Background: an optimization exercise with open tools, aiming at a short achievable clock period and few clock cycles. Do not read the settings as production practice.
The RTL was checked by simulation tests, not by an equivalence proof against the original design.
Power and IR drop assume default switching activity.

File: design/flow/run.sh
#!/bin/bash
# synth_recipe.tcl (not shown) runs the flow's synth.tcl, then flattens the netlist and writes it again
# the make line also repeats each setting of config.mk as NAME=value (left out here)
make -C /OpenROAD-flow-scripts/flow DESIGN_CONFIG=/design/flow/config.mk WORK_HOME=/design/flow/orfs CLKGATE_MAP_FILE= SYNTH_SCRIPT=/design/flow/synth_recipe.tcl finish
File: design/flow/config.mk
export PLATFORM = sky130hd
export DESIGN_NAME = cpu18
export DESIGN_NICKNAME = cpu18
export VERILOG_FILES = /design/flow/design.v
export SDC_FILE = /design/flow/constraint.sdc
export NUM_CORES = 4
export LEC_CHECK = 0
export CAP_MARGIN = 20
export CORE_MARGIN = 2
export CORE_UTILIZATION = 40
export SLEW_MARGIN = 20
File: design/flow/constraint.sdc
create_clock -name core_clock -period 9.0 [get_ports {clk}]
set_input_delay 1.8000 -clock core_clock [delete_from_list [all_inputs] [get_ports {clk}]]
set_output_delay 1.8000 -clock core_clock [all_outputs]
set_load 0.01 [all_outputs]
File: design/flow/design.v
module OneBitAdder (
  input A,
  input B,
  input cin,
  output sum,
  output cout
);
  assign sum = (A ^ B) ^ cin;
  assign cout = ((A ^ B) & cin) | (A & B);
endmodule
module Adder_2_bits (
  input [1:0] bit_1, bit_2,
  input c_in,
  output [1:0] s,
  output c_out
);
  wire c0;  
  OneBitAdder birler (.A(bit_1[0]), .B(bit_2[0]), .cin(c_in), .sum(s[0]), .cout(c0));
  OneBitAdder onlar (.A(bit_1[1]), .B(bit_2[1]), .cin(c0), .sum(s[1]), .cout(c_out));
endmodule
module Adder_4_bits (
  input [3:0] bit_1, bit_2,
  input c_in,
  output [3:0] s,
  output c_out
);
  wire  c0;  
  Adder_2_bits a_2_0 (.bit_1(bit_1[1:0]), .bit_2(bit_2[1:0]), .c_in(c_in), .s(s[1:0]), .c_out(c0));
  Adder_2_bits a_2_1 (.bit_1(bit_1[3:2]), .bit_2(bit_2[3:2]), .c_in(c0), .s(s[3:2]), .c_out(c_out));
endmodule
module Adder_8_bits (
  input [7:0] bit_1, bit_2,
  input c_in,
  output [7:0] s,
  output c_out
);
  wire  c0;  
  Adder_4_bits a_4_0 (.bit_1(bit_1[3:0]), .bit_2(bit_2[3:0]), .c_in(c_in), .s(s[3:0]), .c_out(c0));
  Adder_4_bits a_4_1 (.bit_1(bit_1[7:4]), .bit_2(bit_2[7:4]), .c_in(c0), .s(s[7:4]), .c_out(c_out));
endmodule
  module Adder_10_bits(
  input [9:0] bit_1,bit_2, 
  input c_in,
  output [9:0] s,
  output c_out
);
 wire  c0;  
   Adder_8_bits a_8 (.bit_1(bit_1[7:0]), .bit_2(bit_2[7:0]), .c_in(c_in), .s(s[7:0]), .c_out(c0));
   Adder_2_bits a_2 (.bit_1(bit_1[9:8]), .bit_2(bit_2[9:8]), .c_in(c0), .s(s[9:8]), .c_out(c_out));
endmodule
module Adder_16_bits (
  input [15:0] bit_1, bit_2,
  input c_in,
  output [15:0] s,
  output c_out
);
  wire  c0;  
  Adder_8_bits a_8_0 (.bit_1(bit_1[7:0]), .bit_2(bit_2[7:0]), .c_in(c_in), .s(s[7:0]), .c_out(c0));
  Adder_8_bits a_8_1 (.bit_1(bit_1[15:8]), .bit_2(bit_2[15:8]), .c_in(c0), .s(s[15:8]), .c_out(c_out));
endmodule
module Adder_18_bits (
  input [17:0] bit_1, bit_2,
  input c_in,
  output [17:0] s,
  output c_out
);
  wire  c0;  
  Adder_16_bits a_16 (.bit_1(bit_1[15:0]), .bit_2(bit_2[15:0]), .c_in(c_in), .s(s[15:0]), .c_out(c0));
  Adder_2_bits a_2 (.bit_1(bit_1[17:16]), .bit_2(bit_2[17:16]), .c_in(c0), .s(s[17:16]), .c_out(c_out));
endmodule
module ExtendValue (
  input [0:5] inp,
  output reg [0:17] out
);
  always @* begin
    out[12:17] = inp[0:5];
    if (inp[0] == 1'b0)
      out[0:11] = 12'b0;
    else
      out[0:11] = 12'hfff;
  end
endmodule
module Mux_Alu (
  input  [1:0] whichalu,
  input  [17:0] input_0, input_1, input_2, input_3,
  output reg [17:0] out
);
    always @ (input_0 or input_1 or input_2 or input_3 or whichalu)
    begin
	out=input_0;
	if(whichalu== 2'b01)
	   out=input_1;
	if(whichalu== 2'b10)
	   out=input_2;
	if(whichalu== 2'b11)
	   out=input_3;
    end
endmodule
module Mux_18bit (
  input wire select,
  input wire [17:0] input_1,  
  input wire [17:0] input_2,  
  output reg [17:0] out  
);
    always @ (select or input_1 or input_2)
    begin
        if (select == 1'b0)
            out = input_1;
        else
            out = input_2;
    end
endmodule
module aluselect (
    input wire [17:0] R1,
    input wire [17:0] R2,
    input wire [1:0] alu_op_type,
    output wire [17:0] result,
    output wire cout
);
    wire [17:0] add_result, and_result, nand_result, nor_result;
    Adder_18_bits adder (.bit_1(R1), .bit_2(R2), .c_in(1'b0), .s(add_result), .c_out(cout));
    assign and_result = R1 & R2;
    assign nand_result = ~(R1 & R2);
    assign nor_result = ~(R1 | R2);
    Mux_Alu m1 (
        .whichalu(alu_op_type),
        .input_0(add_result),
        .input_1(and_result),
        .input_2(nand_result),
        .input_3(nor_result),
        .out(result)
    );
endmodule
module Regfile (
  input [0:4] select_register, reg_1, reg_2,
  input [0:17] data,
  input clck, reset_enable, write_enable, clear,
  output reg [0:17] read_reg_1_value,
  output reg [0:17] read_reg_2_value
);
  reg [0:17] registers [0:15];  
  integer i;
  always @(posedge clck or posedge reset_enable) begin
    if (reset_enable) begin
      for (i = 0; i < 16; i = i + 1) begin
        registers[i] <= 18'b0;
      end
    end
    else if (clear) begin
      for (i = 0; i < 16; i = i + 1) begin
        registers[i] <= 18'b0;
      end
    end
    else if (write_enable) begin
      registers[select_register[1:4]] <= data;
    end
  end
  always @(posedge clck) begin
    read_reg_1_value <= registers[reg_1[1:4]];
    read_reg_2_value <= registers[reg_2[1:4]];
  end
endmodule
module ProgramCounter (
  input wire clk,
  input wire rst,
  input wire is_jump,
  input wire pc_enable,
  input wire next,
  input wire [9:0] address_input,
  output reg [9:0] current_address
);
  always @(posedge clk or posedge rst) begin
    if (rst) begin
      current_address <= 10'b0;
    end else begin
      if (is_jump) begin
        current_address <= current_address+address_input;
      end else if (pc_enable && next) begin
        current_address <= current_address + 1;
      end
    end
  end
endmodule
module cpu18 (
  input  wire        clk,
  input  wire        rst,
  output wire [9:0]  imem_addr,
  input  wire [17:0] imem_rdata,
  output wire [9:0]  dmem_addr,
  output wire [17:0] dmem_wdata,
  output wire        dmem_we,
  input  wire [17:0] dmem_rdata,
  output wire        halt
);
  localparam S_FETCH  = 2'd0;
  localparam S_DECODE = 2'd1;
  localparam S_EXEC   = 2'd2;
  localparam S_HALT   = 2'd3;
  reg  [1:0]  state;
  reg  [17:0] ir;
  reg         zf, cf;
  wire [9:0]  pc;
  wire [3:0] opcode = ir[17:14];
  wire [3:0] f_dst  = ir[13:10];
  wire [3:0] f_src1 = ir[9:6];
  wire [3:0] f_src2 = ir[3:0];
  wire [5:0] f_imm  = ir[5:0];
  wire [9:0] f_addr = ir[9:0];
  wire is_alu = (opcode[3:2] == 2'b00);           
  wire is_imm = (opcode[3:1] == 3'b010);          
  wire is_ld  = (opcode == 4'b0110);
  wire is_st  = (opcode == 4'b0111);
  wire is_cmp = (opcode == 4'b1000);
  wire is_jmp = (opcode >= 4'b1001) && (opcode <= 4'b1110);
  wire is_rst = (opcode == 4'b1111);
  reg taken;
  always @* begin
    case (opcode)
      4'b1001: taken = 1'b1;           
      4'b1010: taken = zf;             
      4'b1011: taken = ~zf & ~cf;      
      4'b1100: taken = cf;             
      4'b1101: taken = ~cf;            
      4'b1110: taken = cf | zf;        
      default: taken = 1'b0;
    endcase
  end
  wire exec = (state == S_EXEC);
  wire [17:0] rv1, rv2, wb_data;
  wire [3:0]  rsel1 = is_st ? f_dst : f_src1;
  Regfile regs (
    .select_register({1'b0, f_dst}),
    .reg_1({1'b0, rsel1}),
    .reg_2({1'b0, f_src2}),
    .data(wb_data),
    .clck(clk),
    .reset_enable(rst),
    .write_enable(exec & (is_alu | is_imm | is_ld)),
    .clear(exec & is_rst),
    .read_reg_1_value(rv1),
    .read_reg_2_value(rv2)
  );
  wire [17:0] imm_ext, alu_b, alu_y;
  wire        alu_cout;
  ExtendValue ext (.inp(f_imm), .out(imm_ext));
  Mux_18bit   opb (.select(is_imm), .input_1(rv2), .input_2(imm_ext), .out(alu_b));
  aluselect   alu (.R1(rv1), .R2(alu_b), .alu_op_type(opcode[1:0]), .result(alu_y), .cout(alu_cout));
  Mux_18bit   wbm (.select(is_ld), .input_1(alu_y), .input_2(dmem_rdata), .out(wb_data));
  wire do_jump = exec & is_jmp & taken;
  ProgramCounter pcr (
    .clk(clk),
    .rst(rst),
    .is_jump(do_jump),
    .pc_enable(exec),
    .next(1'b1),
    .address_input(f_addr),
    .current_address(pc)
  );
  always @(posedge clk or posedge rst) begin
    if (rst) begin
      state <= S_FETCH;
      ir    <= 18'b0;
      zf    <= 1'b0;
      cf    <= 1'b0;
    end else begin
      case (state)
        S_FETCH: begin
          ir    <= imem_rdata;
          state <= S_DECODE;
        end
        S_DECODE: state <= S_EXEC;
        S_EXEC: begin
          if (is_cmp) begin
            zf <= (rv1 == rv2);
            cf <= (rv1 < rv2);
          end else if (is_rst) begin
            zf <= 1'b0;
            cf <= 1'b0;
          end
          if (do_jump && f_addr == 10'd0)
            state <= S_HALT;
          else
            state <= S_FETCH;
        end
        default: state <= S_HALT;
      endcase
    end
  end
  assign imem_addr  = pc;
  assign dmem_addr  = f_addr;
  assign dmem_wdata = rv1;
  assign dmem_we    = exec & is_st;
  assign halt       = (state == S_HALT);
endmodule
==> notes.md, run 1 <==
Power and ir drop:
- The power after layout is ~11 mW.
- Per report_power, the combinational group accounts for 53.6% of the total.
- The internal portion of the total power is ~5.5 mW.
- For this design the ratio of total power to cell area is around 440 nW/um2.
- The fraction of power consumed by the clock network is 16.3%.
- The analysis attributes to net switching a power of about 5 mW.
- The standby leakage power is ~10 nW.
- Per report_power, the sequential group accounts for a little under a third of the total.
- The switching power share of the total is 47.8%.
- The peak ir drop on the vdd network is between 0.0001 and 0.00015 V.

Critical path:
- The number of cells on the worst reg-to-reg path is 27.
- In this run the critical register-to-register path is launched from ir[15].
- STA classifies the critical path endpoint as a register.
- The critical path launch point is ir[15].
- In this run the critical register-to-register path is captured at regs.registers[0][1].
- The worst setup path is of the reg -> reg kind.
- The maximum fanout along the worst path is 8.
- The setup slack of the most critical reg-to-reg path is 0.45 ns.
- The signal arrival time at the worst endpoint is 9.09 ns.
- STA puts the critical path data required time at 9.53 ns.
- STA classifies the critical path startpoint as a register.

STA:
- The actual transition at the worst max-transition pin is ~1.3 ns.
- Subtracting the final worst setup slack from the clock period gives about 8.6 ns.
- The hold violation total from the final report came to 0.
- Setup repair after global routing left no endpoint under its margin.
- Across the routed clock network, the largest skew measured is 0.0317 ns.
- Derived from the worst setup path, the maximum achievable clock frequency is between 100 and 150 MHz.
- The final count of negative-setup-slack endpoints is 0.
- After layout, the worst path uses ~95% of the clock period.
- The relative slew slack is 13.4%.
- Final hold analysis gives a worst-case slack of 0.481 ns.
- The final sum of negative setup slack is 0 ns.
- The max-slew violation count came to 0.

GRT:
- The total track usage is roughly 30%.
- The number of global-route vias before repair is 17,300.
- The first global-routing pass estimated approximately 120,000 um of wire.
- After global routing the overflow that remains totals 0.
- The initial antenna violation count is 2.
- The maximum number of pins on one net before global-route repair is approximately 160.

Clock tree:
- The maximum number of buffers from clock root to sink is 3.
- The clock tree from TritonCTS is yes.
- The number of setup buffers added after CTS is 0.
- The cell sitting at the root of the clock tree is a sky130_fd_sc_hd__clkbuf_16.
- Counting every sink on the clock net gives 356.
- The clock-pin transition on the worst setup and hold timing paths is about 0.060 ns.
- The number of hold buffers added after CTS was 0.
- The deepest level of the CTS H-tree is 2.
- The clock network latency to the later pin of the worst-skew pair is about 0.60 ns.
- In this run, CTS created clock tree buffers numbering 39.

Run:
- The number of max-cap violations is 0.

Cells and area:
- The number of cells in the finished layout apart from fillers is 2,677.
- Compared with the post-synthesis result, the final layout area differs by 13.7%.
- For this run, the post-layout net count is ~2,100.
- The fraction of layout cells with a size suffix above 1 is 28.0%.
- After filler insertion, the fill cell instance count of the layout stands at between 4,000 and 5,000.

Die:
- The number of ports placed on the die boundary is 78.
- The die area is about 54,000 um2.
- The die is between 200 and 250 um tall.
- The area of the core region is ~52,000 um2.
- The number of placement rows is between 80 and 90.
- The horizontal die dimension is 233 um.
- The starting utilization of the core area is 40.7%.

Min path:
- The count of cells along the worst hold path is 1.
- In this run the most critical hold path is launched from pcr.current_address[9].
- The kind of path behind the tightest hold check is reg -> reg.
- The destination of the worst hold path is pcr.current_address[9].

Drt:
- The detailed-routing iteration count for the pre-antenna-repair pass is 6.
- The routed layout has 17,700 vias.
- Once detail routing completed, the nets flagged for antenna violations numbered 0.
- The post-detailed-routing wire length is about 83,000 um.
- After detailed routing, the number of remaining DRC violations is 0.
- In the routed layout, each cell is associated on average with a via count of ~6.6.
- The average wire length per cell after detail routing is 31.1 um.
- The first routing iteration left about 2,700 violations.

Synthesis:
- The net count after synthesis is 2,060.
- Yosys printed 7 warnings.
- The most common cell in the netlist is sky130_fd_sc_hd__mux2_2.
- The count of cell types in the netlist is 79.
- The post-synthesis instance area is approximately 21,000 um2.
- For this run, asynchronously set or reset flops after synthesis account for between 80% and 90%.
- Yosys attributes the largest share of cell area to sky130_fd_sc_hd__dfrtp_1 38%, sky130_fd_sc_hd__mux2_2 18%, sky130_fd_sc_hd__a22oi_1 4.1%.
- The commonest cells after synthesis are 331 x sky130_fd_sc_hd__mux2_2, 320 x sky130_fd_sc_hd__dfrtp_1, 115 x sky130_fd_sc_hd__a22oi_1.
- The number of enable flip-flop cells after synthesis is 0.
- The sequential area share after synthesis is between 40% and 50%.
- Synthesis handed over a netlist of around 1,900 instances.
- The most used flip-flop cell after synthesis is sky130_fd_sc_hd__dfrtp_1.
- The average instance area after synthesis is around 11 um2.
- The biggest area contributor in the post-synthesis netlist is sky130_fd_sc_hd__dfrtp_1.
- Of the post-synthesis cell area, the dominant cell type holds a little under two fifths.
- Counting flops and latches in the post-synthesis netlist gives 356.

Run status:
- The run finished with no timing, DRC or antenna violations.

Place:
- The number of placed instances, taps included, is 2,605.
- Summed over all nets, the half-perimeter wirelength after detailed placement is approximately 53,000 um.
- The number of input and output port buffers inserted is 77.
- The congestion estimate from routability-driven global placement came to around 1.
-- worst max path at each step --
| stage | to | slack [ns] |
|---|---|---|
| floorplan | regs.registers[5][1] | 0.02 |
| global placement | regs.registers[8][0] | -0.20 |
| detailed placement | regs.registers[0][0] | -0.26 |
| CTS | regs.registers[0][0] | 0.04 |
| global route | regs.registers[8][1] | 0.07 |
| finish | regs.registers[0][1] | 0.45 |
-- layout by cell type, fill, tap and decap left out, drive strengths merged, types with 24 or more instances in the layout --
| master | instances |
|---|---|
| a211oi | 37 |
| nand3 | 40 |
| inv | 73 |
| a222oi | 24 |
| ha | 63 |
| a22oi | 115 |
| nand2 | 95 |
| buf | 74 |
| mux2 | 336 |
| mux2i | 43 |
| clkdlybuf4s50 | 77 |
| o21ai | 53 |
| clkbuf | 51 |
| dfrtp | 320 |
| nor2 | 104 |
| a221oi | 28 |
| a21oi | 70 |
| dfxtp | 36 |
-- kinds of logic after synthesis --
logic type / count (synthesis) / synth area share, %
compound gates: 501 / 18.2
xor+xnor: 5 / 0.209
fa+ha+maj: 80 / 5.38
buf+inv: 241 / 5.53
flops: 356 / 41.6
mux: 379 / 20.1
simple gates: 380 / 8.98
-- critical path, stage by stage (launching register included) --
cell                       delay [ns]
sky130_fd_sc_hd__dfrtp_2         0.41
sky130_fd_sc_hd__or3b_4          0.40
sky130_fd_sc_hd__buf_4           0.15
sky130_fd_sc_hd__nand2_1         0.06
sky130_fd_sc_hd__o21ai_0         0.14
sky130_fd_sc_hd__fa_2            0.40
sky130_fd_sc_hd__fa_2            0.38
sky130_fd_sc_hd__fa_2            0.39
sky130_fd_sc_hd__fa_2            0.38
sky130_fd_sc_hd__fa_2            0.37
sky130_fd_sc_hd__fa_2            0.38
sky130_fd_sc_hd__fa_2            0.38
sky130_fd_sc_hd__fa_2            0.38
sky130_fd_sc_hd__fa_2            0.37
sky130_fd_sc_hd__fa_2            0.37
sky130_fd_sc_hd__fa_2            0.38
sky130_fd_sc_hd__fa_2            0.37
sky130_fd_sc_hd__fa_2            0.39
sky130_fd_sc_hd__fa_2            0.40
sky130_fd_sc_hd__fa_1            0.44
sky130_fd_sc_hd__inv_2           0.08
sky130_fd_sc_hd__fa_1            0.38
sky130_fd_sc_hd__nor2b_1         0.14
sky130_fd_sc_hd__a211oi_1        0.20
sky130_fd_sc_hd__a21oi_1         0.08
sky130_fd_sc_hd__a211oi_2        0.35
sky130_fd_sc_hd__buf_4           0.22
sky130_fd_sc_hd__mux2_2          0.15
-- final cells by class --
cell class                 count  area, um2  share of cell area, %
multi-input combinational   1345      11300                   47.4
sequential                   356       8730                   36.6
timing repair buffer         151       1340                   5.63
clock buffer                  51       1100                   4.62
tap                          680        851                   3.57
inverter                      74        282                   1.18
clock inverter                19        240                   1.01
antenna                        1       2.50                 0.0105
-- metal layers --
layer / global-route usage, % / share of wire (%)
met1: 38.1 / 38
met5: 0 / 0.012
met3: 9.97 / 12
met4: 19.7 / 7.6
met2: 45.8 / 43
-- repair_timing --
item / in CTS / in global routing
resized for setup: 1 / 12
hold endpoints to repair: 0 / 0
setup endpoints to repair: 16 / 32
pin swaps: 0 / 4
cloned: 0 / 1
-- state kept, by name, summed over array words and instances, names as in the netlist --
name and cells:
regs.read_reg_2_value 18, pcr.current_address 10, regs.registers 288, zf 1, cf 1, state 2, ir 18, regs.read_reg_1_value 18
-- power groups by stage --
| stage | sequential (mW) | combinational [mW] | clock, mW |
|---|---|---|---|
| after floorplan | 2.83 | 3.52 | 0 |
| after global placement | 3.13 | 5.24 | 0 |
| final | 3.18 | 5.66 | 1.72 |
| after global routing | 3.25 | 5.92 | 1.79 |
| after detailed placement | 3.16 | 5.33 | 0 |
| after CTS | 3.13 | 5.36 | 1.72 |
-- stage by stage --
| stage | worst slack (ns) | util, % | instance area [um2] |
|---|---|---|---|
| after floorplan | 0.0184 | - | 21000 |
| after global placement | -0.205 | 43.4 | 22400 |
| after detailed placement | -0.265 | 43.5 | 22400 |
| after CTS | 0.0394 | 46.1 | 23800 |
| after global routing | 0.0676 | 46.2 | 23900 |
| final | 0.448 | 46.2 | 23900 |
Testbench counts, summed over its fixed seeds: cycles 198,764.
==> run 2: changes to the inputs <==
==> design/flow/design.v (replaced) <==
module cpu18 (
  input  wire        clk,
  input  wire        rst,
  output wire [9:0]  imem_addr,
  input  wire [17:0] imem_rdata,
  output wire [9:0]  dmem_addr,
  output wire [17:0] dmem_wdata,
  output wire        dmem_we,
  input  wire [17:0] dmem_rdata,
  output wire        halt
);
  reg  [9:0]  pc;
  reg  [17:0] R [0:15];
  reg         zf, cf;
  reg         halted;
  reg  [15:0] e_wen;      
  reg         e_wr;       
  reg  [3:0]  e_dst;
  reg         e_ld, e_st, e_cmp, e_rst;
  reg  [1:0]  e_aluop;    
  reg  [17:0] opa, opb, sdata;
  reg  [9:0]  daddr;
  reg [17:0] alu;
  always @* begin
    case (e_aluop)
      2'd0: alu = opa + opb;
      2'd1: alu = opa & opb;
      2'd2: alu = ~(opa & opb);
      default: alu = ~(opa | opb);
    endcase
  end
  wire [17:0] result = e_ld ? dmem_rdata : alu;
  wire        c_eq   = (opa == opb);
  wire        c_lt   = (opa < opb);
  wire [17:0] ins  = imem_rdata;
  wire [3:0]  op   = ins[17:14];
  wire [3:0]  dst  = ins[13:10];
  wire [3:0]  src1 = ins[9:6];
  wire [3:0]  src2 = ins[3:0];
  wire [9:0]  off  = ins[9:0];
  wire f_alu = (op[3:2] == 2'b00);
  wire f_imm = (op[3:1] == 3'b010);
  wire f_ld  = (op == 4'b0110);
  wire f_st  = (op == 4'b0111);
  wire f_cmp = (op == 4'b1000);
  wire f_rst = (op == 4'b1111);
  wire zf_n = e_cmp ? c_eq : (e_rst ? 1'b0 : zf);
  wire cf_n = e_cmp ? c_lt : (e_rst ? 1'b0 : cf);
  reg taken;
  always @* begin
    case (op)
      4'b1001: taken = 1'b1;
      4'b1010: taken = zf_n;
      4'b1011: taken = ~zf_n & ~cf_n;
      4'b1100: taken = cf_n;
      4'b1101: taken = ~cf_n;
      4'b1110: taken = cf_n | zf_n;
      default: taken = 1'b0;
    endcase
  end
  function [17:0] rd;
    input [3:0] s;
    begin
      if (e_rst)
        rd = 18'd0;
      else if (e_wr && e_dst == s)
        rd = result;
      else
        rd = R[s];
    end
  endfunction
  wire [17:0] imm_ext = {{12{ins[5]}}, ins[5:0]};
  integer k;
  always @(posedge clk or posedge rst) begin
    if (rst) begin
      pc      <= 10'd0;
      halted  <= 1'b0;
      zf      <= 1'b0;
      cf      <= 1'b0;
      e_wen   <= 16'd0;
      e_wr    <= 1'b0;
      e_dst   <= 4'd0;
      e_ld    <= 1'b0;
      e_st    <= 1'b0;
      e_cmp   <= 1'b0;
      e_rst   <= 1'b0;
      e_aluop <= 2'd0;
      opa     <= 18'd0;
      opb     <= 18'd0;
      sdata   <= 18'd0;
      daddr   <= 10'd0;
      for (k = 0; k < 16; k = k + 1)
        R[k] <= 18'd0;
    end else begin
      for (k = 0; k < 16; k = k + 1)
        if (e_rst)
          R[k] <= 18'd0;
        else if (e_wen[k])
          R[k] <= result;
      zf <= zf_n;
      cf <= cf_n;
      pc      <= taken ? pc + off : pc + 10'd1;
      halted  <= halted | (taken && off == 10'd0);
      e_wr    <= f_alu | f_imm | f_ld;
      e_dst   <= dst;
      for (k = 0; k < 16; k = k + 1)
        e_wen[k] <= (f_alu | f_imm | f_ld) && dst == k;
      e_ld    <= f_ld;
      e_st    <= f_st;
      e_cmp   <= f_cmp;
      e_rst   <= f_rst;
      e_aluop <= op[1:0];
      opa     <= rd(src1);
      opb     <= f_imm ? imm_ext : rd(src2);
      sdata   <= rd(dst);
      daddr   <= off;
    end
  end
  assign imem_addr  = pc;
  assign dmem_addr  = daddr;
  assign dmem_wdata = sdata;
  assign dmem_we    = e_st;
  assign halt       = halted;
endmodule
==> run 2 against run 1 <==
Net effect:
- synthesized cell count rose by 23%
- synthesized area rose by 8.0%
- critical endpoint is now pc[9]
- die area rose by 7.9%
- register-to-register slack improved by 3.4 ns
- clock-buffer cell count rose by 6
- final area rose by 7.4%
- wire length rose by 21%
- worst hold slack improved by 0.045 ns
- non-clock buffer count fell by 3
- largest cell class unchanged
- combinational power fell by 68%
- via count rose by 25%
==> notes.md, run 2 <==
Run status:
- The flow ran to the end and the layout has no timing, DRC or antenna violations.

Drt:
- The count of vias placed by the detailed router was 22,200 (+25%).
- The post-detailed-routing wire length is 101,000 um (+21%).
- The number of design-rule violations left by the first detailed-router iteration came to 3,524 (+32%).
- The remaining routing DRC violations is 0 (unchanged).
- The average wire length per cell after detail routing is 32.2 um (+3.6%).
- The number of nets with antenna violations after detailed routing was 0 (unchanged).
- The detailed-routing iteration count for the pre-antenna-repair pass was 10 (+4).
- The average via count per standard cell is 7.06 (+6.8%).

Cells and area:
- The relative area change from synthesis to final layout is 13.0%.
- The footprint of the multi-input gates is 11,900 um2 (+5.2%).
- The fraction of layout cells with a size suffix above 1 is 10.7% (-17 points).
- The fill cell instance count of the final layout is 5,300 (+11%).
- The sequential standard cell area is 9810 um2 (+12%).
- Leaving out fill and tap cells, the most frequent cell in the layout is sky130_fd_sc_hd__dfrtp_1.
- The number of flip-flops in the largest register is 288 (unchanged).
- The fraction of the core area covered by cells at the end of the flow is 45.6% (-0.59 points).
- The final instance area is 25,600 um2 (+7.4%).
- The net count reported at finish is 2,450 (+18%).
- The register with the most flip-flops in the final layout is R.
- The library cells used most frequently in the layout, excluding fill and tap cells, are 391 x sky130_fd_sc_hd__dfrtp_1, 335 x sky130_fd_sc_hd__nor2_1, 273 x sky130_fd_sc_hd__a211oi_1.

Die:
- The die area is 58,600 um2 (+7.9%).
- The number of ports placed on the die boundary was 78 (unchanged).
- The number of placement rows is 87 (+4.8%).
- The horizontal die dimension was 242 um (+3.9%).
- The starting utilization of the core area is 40.4% (-0.29 points).
- The die outline height was 242 um (+3.9%).
- The area of the core region was 56,200 um2 (+8.8%).

Critical path:
- The slowest cell on the critical path is sky130_fd_sc_hd__a31oi_1.
- The signal arrival time at the worst endpoint was 5.72 ns (-3.37 ns).
- In this design, the largest share of critical-path delay is due to compound AO/OA/AOI/OAI gates.
- The maximum fanout along the worst path is 11 (+3).
- The worst setup path is captured at a register.
- The critical path goes through inv_1 -> ha_1 -> nor4_1 -> nand3_1 -> o21ai_0 -> a221oi_1 -> a31oi_1 -> and2_1 -> ha_1 -> a21o_1 -> a21oi_1 -> o21bai_1 -> a2111oi_0 -> o31ai_1 -> a21oi_1 -> xnor2_1 -> xnor2_1.
- The largest stage delay on the critical path is 0.63 ns (+0.19 ns).
- The worst setup path is launched from a register.
- By startpoint and endpoint, the worst setup path is classified as reg -> reg.
- The number of buffer and inverter stages on the critical path was 1 (-2).
- The critical path data required time was 9.53 ns (about the same).

GRT:
- The maximum number of pins on one net before global-route repair is 182 (+16%).
- The initial antenna violation count is 5 (+3).
- The total congestion overflow is 0 (unchanged).
- The total track usage was 34.0% (+3.3 points).
- The first-pass GRT wire length was 148,000 um (+23%).
- The number of global-route vias before repair is 21,300 (+23%).

STA:
- The time the worst path needs with I/O delays and setup is 5.19 ns (-3.36 ns).
- The final count of negative-setup-slack endpoints was 0 (unchanged).
- The relative slew slack is 23.1% (+9.7 points).
- The hold violation total from the final report is 0 (unchanged).
- Setup repair after global routing left no endpoint under its margin.
- The share of the clock period used by the worst path came to 57.7% (-37 points).
- The final sum of negative setup slack is 0 ns (unchanged).
- The setup slack of the critical path after layout is 3.81 ns (+3.36 ns).
- The actual transition at the worst max-transition pin is 1.15 ns (-0.141 ns).
- The highest attainable clock frequency is 193 MHz (+65%).
- The final worst clock skew is 0.0307 ns (-0.00101 ns).
- The max-slew violation count is 0 (unchanged).

Clock tree:
- In this run the clock root is driven by a sky130_fd_sc_hd__clkbuf_16.
- The deepest level of the CTS H-tree is 2 (unchanged).
- The clock tree from TritonCTS is yes.
- The clock-pin transition on the worst setup and hold timing paths is 0.06 ns (about the same).
- The number of sinks driven by the clock tree is 392 (+10%).
- The clock buffer count from CTS is 43 (+10%).
- The number of buffers inserted by hold repair at cts is 0 (unchanged).
- The number of setup buffers added after CTS was 0 (unchanged).
- The clock network latency to the later pin of the worst-skew pair is 0.61 ns (about the same).
- The post-cts resize count is 0 (-1).
- The maximum number of buffers from clock root to sink was 3 (unchanged).

Synthesis:
- The register bit count reported by yosys is 392 (+10%).
- The count of warnings emitted by yosys is 2 (-5).
- The portion of synthesized cell area occupied by the leading cell type came to 43.3% (+5.1 points).
- Sorting the synthesized cells by how often they occur yields 392 x sky130_fd_sc_hd__dfrtp_1, 357 x sky130_fd_sc_hd__nor2_1, 273 x sky130_fd_sc_hd__a211oi_1.
- The number of enable flip-flop cells after synthesis is 0 (unchanged).
- The post-synthesis instance area was 22,700 um2 (+8.0%).
- The net count after synthesis is 2,486 (+21%).
- The average instance area after synthesis was 9.52 um2 (-12%).
- The instance count of the mapped netlist is 2,383 (+23%).
- The share of synthesized flip-flops with an asynchronous set or reset is 100% (+10 points).
- The sequential area share after synthesis came to 43.3% (+1.7 points).
- The most used flip-flop cell after synthesis is sky130_fd_sc_hd__dfrtp_1.
- sky130_fd_sc_hd__dfrtp_1 takes more of the synthesized area than any other cell.
- The count of cell types in the netlist is 76 (-3.8%).
- The most common cell in the netlist is sky130_fd_sc_hd__dfrtp_1.
- Sorting the synthesized cells by area gives the leading types as sky130_fd_sc_hd__dfrtp_1 43%, sky130_fd_sc_hd__a211oi_1 9.0%, sky130_fd_sc_hd__a22oi_1 8.9%.

Power and ir drop:
- The power density relative to cell area is 245 nW/um2 (-45%).
- The standby leakage power is 9.88 nW (-1.3%).
- The peak ir drop on the vdd network is 0.000127 V (-12%).
- The power after layout was 6.27 mW (-41%).

Place:
- The cell area reported after detailed placement came to 24,200 um2 (+7.9%).
- The minimum setup slack after placement is 3.31 ns (+3.57 ns).
- The number of input and output port buffers inserted was 77 (unchanged).
- The placer's final routability congestion estimate was 0.970 (-0.80%).
- The estimated wirelength of the detail-placed design is 56,700 um (+6.3%).

Run:
- The number of max-cap violations was 0 (unchanged).

Min path:
- In this run the worst hold path is classified as reg -> reg.
## run 2: final timing paths
kind,slack [ns],to,depth (start not counted),start
worst max register to register,3.81,pc[9],17,opa[12]
min in group asynchronous,1.59,R[14][16],2,rst
worst min register to register,0.53,halted,1,halted
worst max-delay path,3.81,pc[9],17,opa[12]
worst min-delay path,0.53,halted,1,halted
max in group asynchronous,5.47,R[4][6],4,rst
## run 2: worst reg2reg max path, delay by kind of cell (launching register included)
family / cells / cell delay (ns)
fa+ha+maj: 2 / 0.67
simple gates: 3 / 1.07
buf+inv: 1 / 0.05
xor+xnor: 2 / 0.31
compound gates: 9 / 2.64
flops: 1 / 0.37
## run 2: area by class of cell
| type | instances | area share, % |
|---|---|---|
| tap | 756 | 3.69 |
| multi-input combinational | 1702 | 46.4 |
| sequential | 392 | 38.3 |
| clock buffer | 57 | 4.71 |
| inverter | 60 | 0.893 |
| clock inverter | 21 | 0.805 |
| antenna | 2 | 0.0195 |
| timing repair buffer | 148 | 5.18 |
## run 2: per-stage QoR
| stage | hold slack [ns] | cells |
|---|---|---|
| finish | 0.526 | 3138 |
| global route | 0.543 | 3136 |
| CTS | 0.537 | 3136 |
| detailed placement | 0.522 | 3058 |
| global placement | 0.498 | 3058 |
| floorplan | 0.492 | 2383 |
## run 2: logic make-up after synthesis
family | count (synthesis) | share of synthesized area [%]
DFF | 392 | 43.3
buffers and inverters | 289 | 5.45
muxes | 58 | 2.73
adders and majority gates | 65 | 3.65
AOI/OAI and AO/OA | 901 | 30.2
xor gates and xnor gates | 33 | 1.27
and+or+nand+nor | 645 | 13.5
## run 2: report_power, final
part | internal, mW | switching (mW)
Combinational | 0.719 | 1.11
Sequential | 2.16 | 0.463
Clock | 1.03 | 0.783
## run 2: layer usage
metal  global-route usage [%]  vias up  wire (um)
li1                         -     9056          -
met1                     42.5    10700      37200
met2                     49.3     1784      42300
met3                     14.6      600      14300
met4                     18.6        6       7220
met5                    0.163        -         35
Testbench counts of run 2, summed over its fixed seeds: cycles 66,468.
==> run 3: changes to the inputs <==
--- a/design/flow/config.mk
+++ b/design/flow/config.mk
@@ -7,5 +7,7 @@
 export LEC_CHECK = 0
 export CAP_MARGIN = 20
 export CORE_MARGIN = 2
-export CORE_UTILIZATION = 40
+export CORE_UTILIZATION = 30
+export SETUP_SLACK_MARGIN = 5
 export SLEW_MARGIN = 20
+export TNS_END_PERCENT = 100
==> run 3 against run 2 <==
Net effect:
- still clean
- core utilization shrank 9.2 points
- die area rose by 33%
- sequential share of layout area is 2.2 points lower
- clock-buffer cell count is 5 higher
- non-clock buffer count grew 85
- fmax grew 29%
- first-iteration DRC count up 2.0%
- largest cell class unchanged
==> notes.md, run 3 <==
Run status:
- The run finished with no timing, DRC or antenna violations.

Synthesis:
- The sequential area share after synthesis is 43.3% (unchanged).
- The average instance area after synthesis is 9.52 um2 (unchanged).
- Counting instances in the post-synthesis netlist gives the leading cell types as 392 x sky130_fd_sc_hd__dfrtp_1, 357 x sky130_fd_sc_hd__nor2_1, 273 x sky130_fd_sc_hd__a211oi_1.
- The register bit count reported by yosys is 392 (unchanged).
- The number of enable flip-flop cells after synthesis came to 0 (unchanged).
- The most used flip-flop cell after synthesis is sky130_fd_sc_hd__dfrtp_1.
- In the post-synthesis netlist, the biggest area contributors are sky130_fd_sc_hd__dfrtp_1 43%, sky130_fd_sc_hd__a211oi_1 9.0%, sky130_fd_sc_hd__a22oi_1 8.9%.
- sky130_fd_sc_hd__dfrtp_1 is the most common cell in the netlist.
- The count of warnings emitted by yosys came to 2 (unchanged).
- The share of synthesized flip-flops with an asynchronous set or reset is 100% (unchanged).
- The portion of synthesized cell area occupied by the leading cell type is 43.3% (unchanged).
- The cell taking the most area after synthesis is sky130_fd_sc_hd__dfrtp_1.
- The instance count of the mapped netlist came to 2,383 (unchanged).
- The post-synthesis instance area is 22,700 um2 (unchanged).
- The count of cell types in the netlist is 76 (unchanged).
- The net count after synthesis is 2,486 (unchanged).

Die:
- The starting utilization of the core area is 30.4% (-10 points).
- The area of the core region came to 74,700 um2 (+33%).
- The die area is 77,800 um2 (+33%).
- The die outline height is 279 um (+15%).
- The number of ports placed on the die boundary is 78 (unchanged).
- The number of placement rows is 100 (+15%).
- The horizontal die dimension is 279 um (+15%).

Power and ir drop:
- The power after layout is 6.51 mW (+3.8%).
- The peak ir drop on the vdd network is 0.000156 V (+23%).
- The internal cell power is 4.07 mW (+4.0%).
- The relative contribution of combinational cells to total power was 31.7% (+2.5 points).
- The switching power share of the total is 37.5% (-0.14 points).
- The standby leakage power is 10.4 nW (+5.6%).
- The register share of total power is 40.7% (-1.1 points).
- The switching power came to 2.44 mW (+3.4%).
- The fraction of power consumed by the clock network came to 27.6% (-1.4 points).
- The power density relative to cell area came to 239 nW/um2 (-2.1%).

Place:
- The cell area reported after detailed placement was 24,600 um2 (+1.5%).
- The number of input and output port buffers inserted was 77 (unchanged).
- The minimum setup slack after placement came to 3.48 ns (+0.166 ns).
- The placer's final routability congestion estimate was 0.960 (-1.0%).
- The number of cells after detailed placement is 3,289 (+7.6%).
- The estimated wirelength of the detail-placed design is 59,700 um (+5.2%).

STA:
- The time the worst path needs with I/O delays and setup is 4.03 ns (-1.16 ns).
- The final count of negative-setup-slack endpoints came to 0 (unchanged).
- The final worst clock skew is 0.0162 ns (-0.0145 ns).
- The final worst hold slack is 0.508 ns (-0.0177 ns).
- The hold violation total from the final report is 0 (unchanged).
- The relative slew slack is 29.2% (+6.1 points).
- The setup slack of the critical path after layout came to 4.97 ns (+1.16 ns).
- The max-slew violation count is 0 (unchanged).
- The highest attainable clock frequency is 248 MHz (+29%).
- Setup repair after global routing could not meet its margin everywhere.
- The share of the clock period used by the worst path is 44.8% (-13 points).
- The final sum of negative setup slack was 0 ns (unchanged).
- The actual transition at the worst max-transition pin is 1.06 ns (-0.0948 ns).

Critical path:
- The largest stage delay on the critical path came to 0.47 ns (-0.16 ns).
- The critical path is of the in -> reg type.
- The signal on the critical path passes through clkdlybuf4s50_1 -> buf_6 -> nand2b_4 -> nor3_4 -> buf_4 -> a22o_1 -> a221oi_1 -> nand4_1 -> o21ai_1 -> a21oi_1 -> a21o_1.
- The signal arrival time at the worst endpoint is 4.51 ns (-1.21 ns).
- The category of the worst setup path capture point is a register.
- The worst setup path is launched from an input port.
- The number of buffer and inverter stages on the critical path is 3 (+2).
- For this design, the slowest cell found on the critical path is sky130_fd_sc_hd__clkdlybuf4s50_1.
- The critical path data required time was 9.47 ns (-0.06 ns).
- The maximum fanout along the worst path is 14 (+3).
- The kind of cell with the highest combined delay along the critical path is buffers and inverters.

GRT:
- The initial antenna violation count is 4 (-1).
- The number of global-route vias before repair is 22,100 (+4.1%).
- The maximum number of pins on one net before global-route repair is 171 (-6.0%).
- The total track usage is 27.1% (-6.9 points).
- The total congestion overflow was 0 (unchanged).
- The first-pass GRT wire length was 156,000 um (+5.0%).

Cells and area:
- The library cells used most frequently in the layout, excluding fill and tap cells, are 387 x sky130_fd_sc_hd__dfrtp_1, 340 x sky130_fd_sc_hd__nor2_1, 272 x sky130_fd_sc_hd__a211oi_1.
- The number of flip-flops in the largest register came to 288 (unchanged).
- The net count reported at finish is 2,535 (+3.5%).
- The fill cell instance count of the final layout is 7,386 (+39%).
- The final instance area is 27,200 um2 (+6.1%).
- The footprint of the multi-input gates is 12,400 um2 (+4.3%).
- The number of cells in the finished layout apart from fillers is 3,434 (+9.4%).
- The sequential standard cell area is 9820 um2 (about the same).
- The fraction of the core area covered by cells at the end of the flow was 36.4% (-9.2 points).
- The fraction of layout cells with a size suffix above 1 came to 17.0% (+6.3 points).
- Leaving out fill and tap cells, the most frequent cell in the layout is sky130_fd_sc_hd__dfrtp_1.
- The most flop-heavy register is R.
- Compared with the post-synthesis result, the final layout area differs by 19.9%.

Run:
- The number of max-cap violations is 0 (unchanged).

Drt:
- The average wire length per cell after detail routing was 31.1 um (-3.6%).
- The count of vias placed by the detailed router is 22,600 (+2.0%).
- The remaining routing DRC violations was 0 (unchanged).
- The number of nets with antenna violations after detailed routing is 0 (unchanged).
- The detailed-routing iteration count for the pre-antenna-repair pass is 11 (+1).
- The number of design-rule violations left by the first detailed-router iteration came to 3,596 (+2.0%).
- The average via count per standard cell is 6.58 (-6.8%).
- The post-detailed-routing wire length is 107,000 um (+5.5%).

Clock tree:
- The maximum number of buffers from clock root to sink is 3 (unchanged).
- The clock root buffer is sky130_fd_sc_hd__clkbuf_16.
- The clock buffer count from CTS is 43 (unchanged).
- The number of sinks driven by the clock tree is 392 (unchanged).
- The clock network latency to the later pin of the worst-skew pair is 0.58 ns (-0.03 ns).
- The number of buffers inserted by hold repair at cts is 0 (unchanged).
- The clock tree from TritonCTS is yes.
- The clock-pin transition on the worst setup and hold timing paths was 0.06 ns (about the same).
- The deepest level of the CTS H-tree is 2 (unchanged).

Min path:
- The path class of the tightest hold or removal check is reg -> reg.
-- run 3: cell types whose count changed in the layout (fill, tap and decap cells not counted), sizes merged --
| cell | delta |
|---|---|
| dlymetal6s2s | +1 |
| buf | +87 |
| clkinvlp | +2 |
| clkbuf | +11 |
| clkdlybuf4s50 | -12 |
| diode | +3 |
| dlygate4sd2 | +2 |
| clkinv | -11 |
| clkdlybuf4s15 | +1 |
| inv | -1 |
-- run 3: final cells by class --
cell class,count,area share [%]
multi-input cells,1702,45.6
flip-flops and latches,392,36.1
repair buffers,233,7.79
clock buffers,62,4.63
well taps,969,4.46
inverters,60,0.842
clock inverters,11,0.497
diodes,5,0.0460
-- run 3: kinds of logic after synthesis --
group	Yosys count	synth area share [%]
xor+xnor	33	1.27
buf+inv	289	5.45
fa+ha+maj	65	3.65
compound gates	901	30.2
simple gates	645	13.5
flops	392	43.3
mux	58	2.73
-- run 3: worst paths after layout --
check                               from       end  slack [ns]  depth (start not counted)
max in group asynchronous            rst     e_rst        5.69                          4
setup / recovery           imem_rdata[3]    opb[3]        4.97                         11
hold reg to reg                   halted    halted        0.51                          1
setup reg to reg                 opb[14]     pc[8]        5.06                         20
hold / removal                    halted    halted        0.51                          1
min in group asynchronous            rst  R[13][1]        1.78                          3
-- run 3: timing repair --
item / CTS / global route
setup buffers: 56 / 11
gates resized for setup: 111 / 56
endpoints found under the setup margin: 51 / 35
pin swaps: 30 / 27
-- run 3: power by group through the flow --
stage               Clock, mW  Sequential [mW]  Combinational (mW)
floorplan                   0             2.49                1.25
detailed placement          0             2.64                1.78
CTS                      1.82             2.62                1.95
finish                   1.79             2.65                2.07
global placement            0             2.64                1.74
global route             1.88             2.69                2.23
-- run 3: layer usage --
layer	part of all wire [%]	global-route usage [%]	up-vias	wire length [um]
met5	0.062	0.125	-	66
met4	8.5	16.5	2	9110
met3	14	11.4	687	14400
met2	41	39.3	1809	44200
met1	36	33.2	10900	38800
li1	-	-	9208	-
-- run 3: worst reg2reg max path, cell delays in order (launching register included) --
cell and delay (ns):
sky130_fd_sc_hd__dfrtp_1 0.40, sky130_fd_sc_hd__inv_2 0.09, sky130_fd_sc_hd__ha_4 0.22, sky130_fd_sc_hd__nor4_4 0.40, sky130_fd_sc_hd__nand3_4 0.19, sky130_fd_sc_hd__a31oi_4 0.23, sky130_fd_sc_hd__a2111oi_4 0.05, sky130_fd_sc_hd__buf_4 0.18
sky130_fd_sc_hd__o2bb2ai_4 0.13, sky130_fd_sc_hd__a31oi_4 0.19, sky130_fd_sc_hd__nand2b_1 0.09, sky130_fd_sc_hd__ha_1 0.23, sky130_fd_sc_hd__fa_2 0.39, sky130_fd_sc_hd__a21oi_2 0.16, sky130_fd_sc_hd__nor2_1 0.07, sky130_fd_sc_hd__nor2_2 0.15
sky130_fd_sc_hd__o21bai_1 0.10, sky130_fd_sc_hd__a21oi_2 0.19, sky130_fd_sc_hd__o21bai_1 0.11, sky130_fd_sc_hd__a21oi_2 0.17, sky130_fd_sc_hd__xnor2_1 0.14
==> run 4: changes to the inputs <==
--- a/design/flow/design.v
+++ b/design/flow/design.v
@@ -44,20 +44,55 @@
   wire f_st  = (op == 4'b0111);
   wire f_cmp = (op == 4'b1000);
   wire f_rst = (op == 4'b1111);
-  wire zf_n = e_cmp ? c_eq : (e_rst ? 1'b0 : zf);
-  wire cf_n = e_cmp ? c_lt : (e_rst ? 1'b0 : cf);
-  reg taken;
-  always @* begin
-    case (op)
-      4'b1001: taken = 1'b1;
-      4'b1010: taken = zf_n;
-      4'b1011: taken = ~zf_n & ~cf_n;
-      4'b1100: taken = cf_n;
-      4'b1101: taken = ~cf_n;
-      4'b1110: taken = cf_n | zf_n;
-      default: taken = 1'b0;
-    endcase
-  end
+  wire zf_n = e_cmp ? c_eq : ~e_rst & zf;
+  wire cf_n = e_cmp ? c_lt : ~e_rst & cf;
+  function cond;
+    input [3:0] o;
+    input z, c;
+    begin
+      case (o)
+        4'b1001: cond = 1'b1;
+        4'b1010: cond = z;
+        4'b1011: cond = ~z & ~c;
+        4'b1100: cond = c;
+        4'b1101: cond = ~c;
+        4'b1110: cond = c | z;
+        default: cond = 1'b0;
+      endcase
+    end
+  endfunction
+  function [9:0] add10;
+    input [9:0] a, b;
+    reg [9:0] g, p, gg, pp, gn, pn;
+    integer i, d;
+    begin
+      g = a & b;
+      p = a ^ b;
+      gg = g;
+      pp = p;
+      for (d = 1; d < 10; d = d * 2) begin
+        gn = gg;
+        pn = pp;
+        for (i = d; i < 10; i = i + 1) begin
+          gn[i] = gg[i] | (pp[i] & gg[i-d]);
+          pn[i] = pp[i] & pp[i-d];
+        end
+        gg = gn;
+        pp = pn;
+      end
+      add10 = p ^ {gg[8:0], 1'b0};
+    end
+  endfunction
+  wire [9:0] pc1  = pc + 10'd1;
+  wire [9:0] tgt  = add10(pc, off);
+  wire       tk_n = cond(op, 1'b0, 1'b0);
+  wire       tk_z = cond(op, 1'b1, 1'b0);
+  wire       tk_c = cond(op, 1'b0, 1'b1);
+  wire [9:0] pc_n = tk_n ? tgt : pc1;
+  wire [9:0] pc_z = tk_z ? tgt : pc1;
+  wire [9:0] pc_c = tk_c ? tgt : pc1;
+  wire [9:0] pc_next = zf_n ? pc_z : cf_n ? pc_c : pc_n;
+  wire       taken   = zf_n ? tk_z : cf_n ? tk_c : tk_n;
   function [17:0] rd;
     input [3:0] s;
     begin
@@ -99,7 +134,7 @@
           R[k] <= result;
       zf <= zf_n;
       cf <= cf_n;
-      pc      <= taken ? pc + off : pc + 10'd1;
+      pc      <= pc_next;
       halted  <= halted | (taken && off == 10'd0);
       e_wr    <= f_alu | f_imm | f_ld;
       e_dst   <= dst;
==> design/flow/flow/run.sh (new file) <==
#!/bin/bash
# The standard layout, with timing repair aiming for a tighter target than
# the 9 ns clock (a larger setup slack margin); constraints are unchanged.
set -euo pipefail
bash standard.sh SETUP_SLACK_MARGIN=6 finish > make_finish.log 2>&1
==> design/flow/standard.sh (new file) <==
#!/bin/bash
# synth_recipe.tcl (not shown) runs the flow's synth.tcl, then flattens the netlist and writes it again
# the make line also repeats each setting of config.mk as NAME=value (left out here)
make -C /OpenROAD-flow-scripts/flow DESIGN_CONFIG=/design/flow/config.mk WORK_HOME=/design/flow/orfs CLKGATE_MAP_FILE= SYNTH_SCRIPT=/design/flow/synth_recipe.tcl "${@:-finish}"
==> design/flow/config.mk (replaced) <==
export PLATFORM = sky130hd
export DESIGN_NAME = cpu18
export DESIGN_NICKNAME = cpu18
export VERILOG_FILES = /design/flow/design.v
export SDC_FILE = /design/flow/constraint.sdc
export NUM_CORES = 4
export LEC_CHECK = 0
export CAP_MARGIN = 40
export CORE_MARGIN = 2
export CORE_UTILIZATION = 30
export SLEW_MARGIN = 40
export TNS_END_PERCENT = 100
removed: design/flow/run.sh
==> run 4 against run 3 <==
Net effect:
- still clean on timing, DRC and antenna
- power up 5.9%
- clock power grew 13%
- sequential power about the same
- critical path depth up 2
- fmax is 27% higher
- clock skew up 0.0073 ns
- first-iteration DRC count up 22%
- core utilization rose by 5.4 points
- register-to-register slack improved by 0.80 ns
- largest cell class unchanged
- highest routed layer unchanged
==> notes.md, run 4 <==
STA:
- The share of the clock period used by the worst path was 35.4% (-9.4 points).
- The actual transition at the worst max-transition pin came to 0.994 ns (-0.0650 ns).
- The final sum of negative setup slack came to 0 ns (unchanged).
- The time the worst path needs with I/O delays and setup was 3.19 ns (-0.845 ns).
- The final worst clock skew was 0.0235 ns (+0.00729 ns).
- The hold violation total from the final report is 0 (unchanged).
- The max-slew violation count is 0 (unchanged).
- The final count of negative-setup-slack endpoints is 0 (unchanged).
- Setup repair after global routing could not meet its margin everywhere.
- The relative slew slack is 33.3% (+4.1 points).
- The setup slack of the critical path after layout is 5.81 ns (+0.845 ns).
- The highest attainable clock frequency is 314 MHz (+27%).

Cells and area:
- The number of cells in the finished layout apart from fillers came to 3,701 (+7.8%).
- The most flop-heavy register is R.
- The footprint of the multi-input gates is 14,400 um2 (+16%).
- The library cells used most frequently in the layout, excluding fill and tap cells, are 358 x sky130_fd_sc_hd__dfrtp_1, 346 x sky130_fd_sc_hd__nor2_1, 234 x sky130_fd_sc_hd__a22oi_1.
- The library cell used most frequently in the layout, excluding fill and tap cells, is sky130_fd_sc_hd__dfrtp_1.
- The fill cell instance count of the final layout is 7,073 (-4.2%).
- The fraction of layout cells with a size suffix above 1 came to 30.3% (+13 points).
- From synthesis to final layout, the design area changed by 38.4%.
- The number of flip-flops in the largest register is 288 (unchanged).
- The final instance area is 31,700 um2 (+17%).
- The sequential standard cell area was 9880 um2 (+0.62%).
- The net count reported at finish is 2,790 (+10%).

Place:
- The minimum setup slack after placement is 4.25 ns (+0.777 ns).
- The number of input and output port buffers inserted is 77 (unchanged).
- The estimated wirelength of the detail-placed design is 67,100 um (+13%).
- The placer's final routability congestion estimate is 0.958 (-0.15%).
- The number of cells after detailed placement was 3,382 (+2.8%).
- The cell area reported after detailed placement is 26,000 um2 (+5.8%).

Synthesis:
- The count of cell types in the netlist is 68 (-11%).
- The portion of synthesized cell area occupied by the leading cell type is 42.8% (-0.45 points).
- The synthesized design spends more area on one cell type than any other, namely sky130_fd_sc_hd__dfrtp_1.
- For this run, the leading register cell type out of synthesis is sky130_fd_sc_hd__dfrtp_1.
- The share of synthesized flip-flops with an asynchronous set or reset is 100% (unchanged).
- By count the netlist is led by 392 x sky130_fd_sc_hd__dfrtp_1, 380 x sky130_fd_sc_hd__nor2_1, 257 x sky130_fd_sc_hd__a22oi_1.
- The register bit count reported by yosys is 392 (unchanged).
- The post-synthesis mux area share is 7.15% (+4.4 points).
- The adder-cell area share of the yosys netlist was 3.67% (+0.016 points).
- The sequential area share after synthesis was 42.8% (-0.45 points).
- The average instance area after synthesis is 9.29 um2 (-2.3%).
- The post-synthesis instance area came to 22,900 um2 (+1.1%).
- The fraction of synthesized cell area in xor and xnor cells came to 1.30% (+0.025 points).
- The net count after synthesis is 2,570 (+3.4%).
- The number of enable flip-flop cells after synthesis was 0 (unchanged).
- Ranked by total cell area, the synthesized netlist is headed by sky130_fd_sc_hd__dfrtp_1 43%, sky130_fd_sc_hd__a22oi_1 8.4%, sky130_fd_sc_hd__mux2i_1 6.9%.
- After synthesis, the largest family of logic cells by area is compound AO/OA/AOI/OAI gates.
- The post-synthesis compound-gate area fraction was 25.9% (-4.3 points).
- The area fraction in and, or, nand and nor cells after synthesis is 14.4% (+0.94 points).
- The count of warnings emitted by yosys came to 2 (unchanged).
- The most common cell in the synthesized netlist is sky130_fd_sc_hd__dfrtp_1.
- The instance count of the mapped netlist came to 2,466 (+3.5%).

Critical path:
- The category of the worst setup path capture point is a register.
- The maximum fanout along the worst path is 7 (-7).
- The number of buffer and inverter stages on the critical path came to 6 (+3).
- The reg-to-reg startpoint is opa[1].
- The setup slack of the most critical reg-to-reg path is 5.86 ns (+0.80 ns).
- The critical path data required time was 9.45 ns (-0.02 ns).
- The cell family contributing the most delay on the critical path is compound AO/OA/AOI/OAI gates.
- The reg-to-reg critical path endpoint is R[6][12].
- The worst reg2reg path depth was 12 (-40%).
- The critical path is of the in -> reg type.
- The critical path goes through buf_6 -> buf_12 -> buf_12 -> buf_12 -> nand2_8 -> nor2_4 -> buf_16 -> buf_12 -> a22o_1 -> a221oi_2 -> nand3_1 -> o221ai_2 -> o211ai_1.
- The startpoint type of the worst setup path is an input port.
- The dominant cell type by count on the critical path is sky130_fd_sc_hd__buf_12.
- The depth of the critical timing path with buffers and inverters included is 13 (+2).
- For this design, the slowest cell found on the critical path is sky130_fd_sc_hd__a221oi_2.
- The largest stage delay on the critical path came to 0.29 ns (-0.18 ns).
- The signal arrival time at the worst endpoint came to 3.64 ns (-0.87 ns).

Clock tree:
- The clock root buffer is sky130_fd_sc_hd__clkbuf_16.
- The clock buffer count from CTS is 45 (+4.7%).
- The deepest level of the CTS H-tree was 2 (unchanged).
- The number of sinks driven by the clock tree is 392 (unchanged).
- The clock network latency to the later pin of the worst-skew pair is 0.61 ns (+0.03 ns).
- The number of buffers inserted by hold repair at cts is 0 (unchanged).
- The clock-pin transition on the worst setup and hold timing paths came to 0.06 ns (about the same).
- TritonCTS built the clock tree.
- The maximum number of buffers from clock root to sink was 3 (unchanged).

GRT:
- The total congestion overflow is 0 (unchanged).
- The total track usage was 28.8% (+1.7 points).
- The maximum number of pins on one net before global-route repair is 95 (-44%).
- The first-pass GRT wire length is 166,000 um (+6.7%).
- The initial antenna violation count is 2 (-2).
- The number of global-route vias before repair is 23,600 (+6.9%).

Power and ir drop:
- The internal cell power came to 4.33 mW (+6.5%).
- The switching power share of the total is 37.1% (-0.37 points).
- The power density relative to cell area came to 217 nW/um2 (-9.3%).
- The switching power is 2.56 mW (+4.8%).
- The relative contribution of combinational cells to total power is 32.2% (+0.5 points).
- The register share of total power is 38.4% (-2.3 points).
- The standby leakage power came to 12.7 nW (+22%).
- The peak ir drop on the vdd network was 0.000131 V (-16%).
- The power after layout was 6.89 mW (+5.9%).
- The fraction of power consumed by the clock network is 29.4% (+1.8 points).

Min path:
- The worst hold path terminates at cf.
- The kind of path behind the tightest hold check is reg -> reg.
- The hold path startpoint is cf.
- The count of cells along the worst hold path is 2 (+1).

Drt:
- The count of vias placed by the detailed router is 24,400 (+8.0%).
- The detailed-routing iteration count for the pre-antenna-repair pass came to 7 (-4).
- The average via count per standard cell is 6.59 (+0.18%).
- The remaining routing DRC violations is 0 (unchanged).
- The post-detailed-routing wire length is 117,000 um (+10%).
- The number of nets with antenna violations after detailed routing is 0 (unchanged).
- The average wire length per cell after detail routing came to 31.7 um (+2.1%).
- The number of design-rule violations left by the first detailed-router iteration is 4,382 (+22%).

Die:
- The starting utilization of the core area is 30.2% (-0.13 points).
- The number of placement rows was 101 (+1.0%).
- The die outline height is 280 um (+0.52%).
- The number of ports placed on the die boundary came to 78 (unchanged).
- The die area is 78,600 um2 (+1.0%).
- The horizontal die dimension was 280 um (+0.52%).
- The area of the core region is 75,800 um2 (+1.5%).

Run status:
- The flow ran to the end and the layout has no timing, DRC or antenna violations.

Run:
- The number of max-cap violations came to 0 (unchanged).
run 4: cell count changes after synthesis, moves of 9 or more:
| cell | previous run | this run |
|---|---|---|
| sky130_fd_sc_hd__a211oi_1 | 273 | 117 |
| sky130_fd_sc_hd__a21oi_1 | 78 | 100 |
| sky130_fd_sc_hd__a22oi_1 | 269 | 257 |
| sky130_fd_sc_hd__buf_2 | 56 | 18 |
| sky130_fd_sc_hd__clkbuf_1 | 147 | 180 |
| sky130_fd_sc_hd__mux2_2 | 20 | 5 |
| sky130_fd_sc_hd__mux2i_1 | 37 | 158 |
| sky130_fd_sc_hd__nand2_1 | 39 | 72 |
| sky130_fd_sc_hd__nand2b_1 | 22 | 63 |
| sky130_fd_sc_hd__nor2_1 | 357 | 380 |
| sky130_fd_sc_hd__nor3_1 | 28 | 37 |
| sky130_fd_sc_hd__nor3_2 | 16 | 3 |
| sky130_fd_sc_hd__o22ai_1 | 42 | 85 |
run 4: final cells by class:
class	instances	area share, %
multi-input cells	1800	45.4
diodes	2	0.0158
flip-flops and latches	392	31.1
clock inverters	14	0.793
repair inverters	1	0.0237
well taps	978	3.86
repair buffers	382	13.7
clock buffers	68	4.24
inverters	64	0.828
run 4: repair_timing:
item,in CTS,in global routing
setup endpoints to repair,512,431
setup buffers,168,53
gates resized for setup,428,187
pin swaps,106,121
cloned,6,8
run 4: worst max-delay path by stage:
stage | start | endpoint
3_3_place_gp | imem_rdata[1] | opb[1]
3_5_place_dp | imem_rdata[1] | opb[1]
4_1_cts | imem_rdata[1] | pc[9]
5_1_grt | opa[2] | R[14][16]
2_1_floorplan | rst | R[0][0]
6_report | imem_rdata[1] | opb[7]
run 4: per-stage QoR:
| stage | hold slack, ns | utilization (%) |
|---|---|---|
| 4_1_cts | 0.495 | 40.0 |
| 6_report | 0.492 | 41.8 |
| 2_1_floorplan | 0.448 | - |
| 3_5_place_dp | 0.462 | 34.3 |
| 5_1_grt | 0.512 | 41.8 |
| 3_3_place_gp | 0.453 | 33.7 |
run 4: routing by layer:
layer  routed length (um)  vias up  GRT usage [%]
met4                 8450        2           14.7
met3                16200      655           11.7
li1                     -     9746              -
met2                49100     2035           42.2
met1                43700    12000           36.4
met5                   33        -          0.313
run 4: logic make-up after synthesis:
group,count (synthesis)
AOI/OAI and AO/OA,809
and+or+nand+nor,725
adders and majority gates,66
xor gates and xnor gates,34
buffers and inverters,277
DFF,392
muxes,163
run 4: worst register-to-register path: stages (launching register included):
cell and delay [ns]:
sky130_fd_sc_hd__dfrtp_2 0.54, sky130_fd_sc_hd__inv_4 0.09, sky130_fd_sc_hd__fa_2 0.40, sky130_fd_sc_hd__nor2b_1 0.15, sky130_fd_sc_hd__o21a_1 0.21, sky130_fd_sc_hd__o211a_4 0.20, sky130_fd_sc_hd__o211ai_4 0.14, sky130_fd_sc_hd__o221ai_4 0.25
sky130_fd_sc_hd__nor2_4 0.06, sky130_fd_sc_hd__o31ai_4 0.26, sky130_fd_sc_hd__o221ai_4 0.25, sky130_fd_sc_hd__clkbuf_16 0.27, sky130_fd_sc_hd__a211oi_2 0.23
run 4: power groups by stage:
stage	Sequential (mW)	Clock [mW]	Combinational, mW
4_1_cts	2.60	2.04	1.92
3_5_place_dp	2.64	0	1.61
3_3_place_gp	2.64	0	1.54
6_report	2.64	2.03	2.22
2_1_floorplan	2.44	0	1.14
5_1_grt	2.66	2.10	2.37
Testbench counts of run 4, summed over its fixed seeds: cycles 66,468.
==> run 5: changes to the inputs <==
--- a/design/flow/design.v
+++ b/design/flow/design.v
@@ -17,19 +17,25 @@
   reg         e_wr;       
   reg  [3:0]  e_dst;
   reg         e_ld, e_st, e_cmp, e_rst;
+  reg         e_sum;      
   reg  [1:0]  e_aluop;    
   reg  [17:0] opa, opb, sdata;
   reg  [9:0]  daddr;
-  reg [17:0] alu;
+  reg [17:0] lres;
   always @* begin
-    case (e_aluop)
-      2'd0: alu = opa + opb;
-      2'd1: alu = opa & opb;
-      2'd2: alu = ~(opa & opb);
-      default: alu = ~(opa | opb);
-    endcase
+    if (e_rst)
+      lres = 18'd0;
+    else if (e_ld)
+      lres = dmem_rdata;
+    else
+      case (e_aluop)
+        2'd1: lres = opa & opb;
+        2'd2: lres = ~(opa & opb);
+        default: lres = ~(opa | opb);
+      endcase
   end
-  wire [17:0] result = e_ld ? dmem_rdata : alu;
+  wire [17:0] sum    = opa + opb;
+  wire [17:0] result = e_sum ? sum : lres;
   wire        c_eq   = (opa == opb);
   wire        c_lt   = (opa < opb);
   wire [17:0] ins  = imem_rdata;
@@ -96,9 +102,7 @@
   function [17:0] rd;
     input [3:0] s;
     begin
-      if (e_rst)
-        rd = 18'd0;
-      else if (e_wr && e_dst == s)
+      if (e_rst || (e_wr && e_dst == s))
         rd = result;
       else
         rd = R[s];
@@ -114,42 +118,38 @@
       cf      <= 1'b0;
       e_wen   <= 16'd0;
       e_wr    <= 1'b0;
-      e_dst   <= 4'd0;
       e_ld    <= 1'b0;
       e_st    <= 1'b0;
       e_cmp   <= 1'b0;
       e_rst   <= 1'b0;
-      e_aluop <= 2'd0;
-      opa     <= 18'd0;
-      opb     <= 18'd0;
-      sdata   <= 18'd0;
-      daddr   <= 10'd0;
+      e_sum   <= 1'b0;
       for (k = 0; k < 16; k = k + 1)
         R[k] <= 18'd0;
     end else begin
       for (k = 0; k < 16; k = k + 1)
-        if (e_rst)
-          R[k] <= 18'd0;
-        else if (e_wen[k])
+        if (e_wen[k])
           R[k] <= result;
       zf <= zf_n;
       cf <= cf_n;
       pc      <= pc_next;
       halted  <= halted | (taken && off == 10'd0);
       e_wr    <= f_alu | f_imm | f_ld;
-      e_dst   <= dst;
       for (k = 0; k < 16; k = k + 1)
-        e_wen[k] <= (f_alu | f_imm | f_ld) && dst == k;
+        e_wen[k] <= f_rst || ((f_alu | f_imm | f_ld) && dst == k);
       e_ld    <= f_ld;
       e_st    <= f_st;
       e_cmp   <= f_cmp;
       e_rst   <= f_rst;
-      e_aluop <= op[1:0];
-      opa     <= rd(src1);
-      opb     <= f_imm ? imm_ext : rd(src2);
-      sdata   <= rd(dst);
-      daddr   <= off;
+      e_sum   <= (f_alu | f_imm) && op[1:0] == 2'd0;
     end
+  end
+  always @(posedge clk) begin
+    e_dst   <= dst;
+    e_aluop <= op[1:0];
+    opa     <= rd(src1);
+    opb     <= f_imm ? imm_ext : rd(src2);
+    sdata   <= rd(dst);
+    daddr   <= off;
   end
   assign imem_addr  = pc;
   assign dmem_addr  = daddr;
==> run 5 against run 4 <==
Net effect:
- combinational power up 31%
- sequential share of layout area is 1.3 points lower
- clock-buffer cell count is 5 lower
- clock power down 4%
- critical path depth is 2 lower
- clock skew grew 0.013 ns
- sequential cell count rose by 1
- via count rose by 8.2%
- fmax is 0.78% higher
- worst hold slack worse by 0.014 ns
- die area decreased by 0.27%
==> notes.md, run 5 <==
Drt:
- The count of vias placed by the detailed router is 26,400 (+8.2%).

STA:
- The final count of negative-setup-slack endpoints was 0 (unchanged).

Run status:
- The run finished with no timing, DRC or antenna violations.

Power and ir drop:
- The power density relative to cell area is 250 nW/um2 (+15%).
- The peak ir drop on the vdd network is 0.000141 V (+7.6%).

Die:
- The starting utilization of the core area was 30.2% (-0.032 points).
- The number of ports placed on the die boundary is 78 (unchanged).

Critical path:
- The reg-to-reg critical path endpoint is pc[1].
- The maximum fanout along the worst path is 8 (+1).
- The critical path data required time was 9.52 ns (+0.07 ns).

Synthesis:
- In the post-synthesis netlist, the biggest area contributors are sky130_fd_sc_hd__dfrtp_1 35%, sky130_fd_sc_hd__a21oi_1 8.9%, sky130_fd_sc_hd__nor2_1 6.9%.
- The register bit count reported by yosys is 393 (+0.26%).
- The average instance area after synthesis came to 8.63 um2 (-7.1%).
- The share of synthesized flip-flops with an asynchronous set or reset is 82.2% (-18 points).
- The most used flip-flop cell after synthesis is sky130_fd_sc_hd__dfrtp_1.

Min path:
- The hold path startpoint is e_wen[4].
- The kind of path behind the tightest hold check is reg -> reg.

Place:
- The placer's final routability congestion estimate was 1.05 (+9.1%).

Cells and area:
- R holds more flip-flops than any other register.
- The net count reported at finish is 3,034 (+8.7%).

Clock tree:
- The deepest level of the CTS H-tree was 2 (unchanged).
- The clock tree from TritonCTS is yes.
- The clock root buffer is sky130_fd_sc_hd__clkbuf_16.
## run 5: changes by cell type after synthesis, moves of 29 or more
cell / delta
sky130_fd_sc_hd__nand4_1: -29
sky130_fd_sc_hd__nand2_1: +78
sky130_fd_sc_hd__o21ai_0: +77
sky130_fd_sc_hd__nor2_1: +39
sky130_fd_sc_hd__dfxtp_1: +70
sky130_fd_sc_hd__dfrtp_1: -69
sky130_fd_sc_hd__mux2i_1: -85
sky130_fd_sc_hd__o22ai_1: -69
sky130_fd_sc_hd__nand2b_1: -47
sky130_fd_sc_hd__a21oi_1: +305
sky130_fd_sc_hd__a211oi_1: -106
sky130_fd_sc_hd__a22oi_1: -113
## run 5: worst max-delay path: cells and delay by family
| kind | cells | cell delay [ns] |
|---|---|---|
| AO/OA/AOI/OAI | 7 | 0.99 |
| multiplexers | 1 | 0.34 |
| adder cells (fa/ha/maj) | 1 | 0.21 |
| buffers and inverters | 2 | 0.34 |
## run 5: area by class of cell
| cell class | count | area [um2] | share of cell area, % |
|---|---|---|---|
| inverter | 69 | 314 | 0.978 |
| multi-input combinational | 1963 | 14100 | 43.9 |
| sequential | 393 | 9570 | 29.8 |
| tap | 978 | 1220 | 3.81 |
| antenna | 14 | 35.0 | 0.109 |
| timing repair inverter | 1 | 7.51 | 0.0234 |
| clock inverter | 20 | 230 | 0.717 |
| timing repair buffer | 455 | 5360 | 16.7 |
| clock buffer | 63 | 1260 | 3.94 |
## run 5: per-layer routing
| layer | vias up | GRT usage, % | wire [um] |
|---|---|---|---|
| met2 | 2583 | 45.3 | 52200 |
| li1 | 10400 | - | - |
| met4 | 2 | 23.4 | 13300 |
| met1 | 12500 | 40.1 | 48000 |
| met5 | - | 0.0625 | 40 |
| met3 | 963 | 17.3 | 21400 |
## run 5: what timing repair did
action / in CTS / in global routing
resized for setup: 369 / 216
setup endpoints to repair: 300 / 272
pin swaps: 54 / 84
setup buffers: 164 / 103
cloned: 22 / 5
## run 5: logic make-up after synthesis
group	count (synthesis)	synth area share, %
multiplexers	113	5.74
AND/OR/NAND/NOR	765	14.6
flip-flops	393	41.5
AO/OA/AOI/OAI	979	28.0
buffers and inverters	292	4.93
XOR/XNOR	37	1.42
adder cells (fa/ha/maj)	68	3.79
## run 5: worst max path at each step
| stage | from | end | slack [ns] | depth (start not counted) |
|---|---|---|---|---|
| after global routing | imem_rdata[1] | pc[9] | 5.79 | 11 |
| final | imem_rdata[1] | pc[9] | 5.84 | 11 |
| after detailed placement | imem_rdata[0] | opb[17] | 4.10 | 9 |
| after CTS | imem_rdata[0] | pc[8] | 5.94 | 10 |
| after floorplan | rst | R[0][0] | 2.89 | 1 |
| after global placement | imem_rdata[0] | opb[16] | 3.83 | 10 |
## run 5: power by group
group	internal, mW	total, mW	switching, mW
Sequential	2.30	3.18	0.877
Clock	1.10	1.94	0.837
Combinational	1.27	2.91	1.64
Total	4.67	8.03	3.36
## run 5: through the flow
step / std cells / setup slack, ns / util (%) / total power [mW]
floorplan: 2647 / 2.89 / - / 4.39
global placement: 3550 / 3.83 / 33.4 / 5.37
detailed placement: 3562 / 4.10 / 33.7 / 5.41
CTS: 3831 / 5.94 / 40.0 / 7.64
global route: 3942 / 5.79 / 42.4 / 8.30
finish: 3956 / 5.84 / 42.4 / 8.03
Testbench counts of run 5, summed over its fixed seeds: cycles 66,468.

Setup slack of run 5, layout unchanged: 5.837 ns with ideal ports, 5.679 ns with driving cells assumed (clock clkbuf_16, inputs buf_2), 4.974 ns with port delays also shifted by the 0.705 ns mid clock arrival.
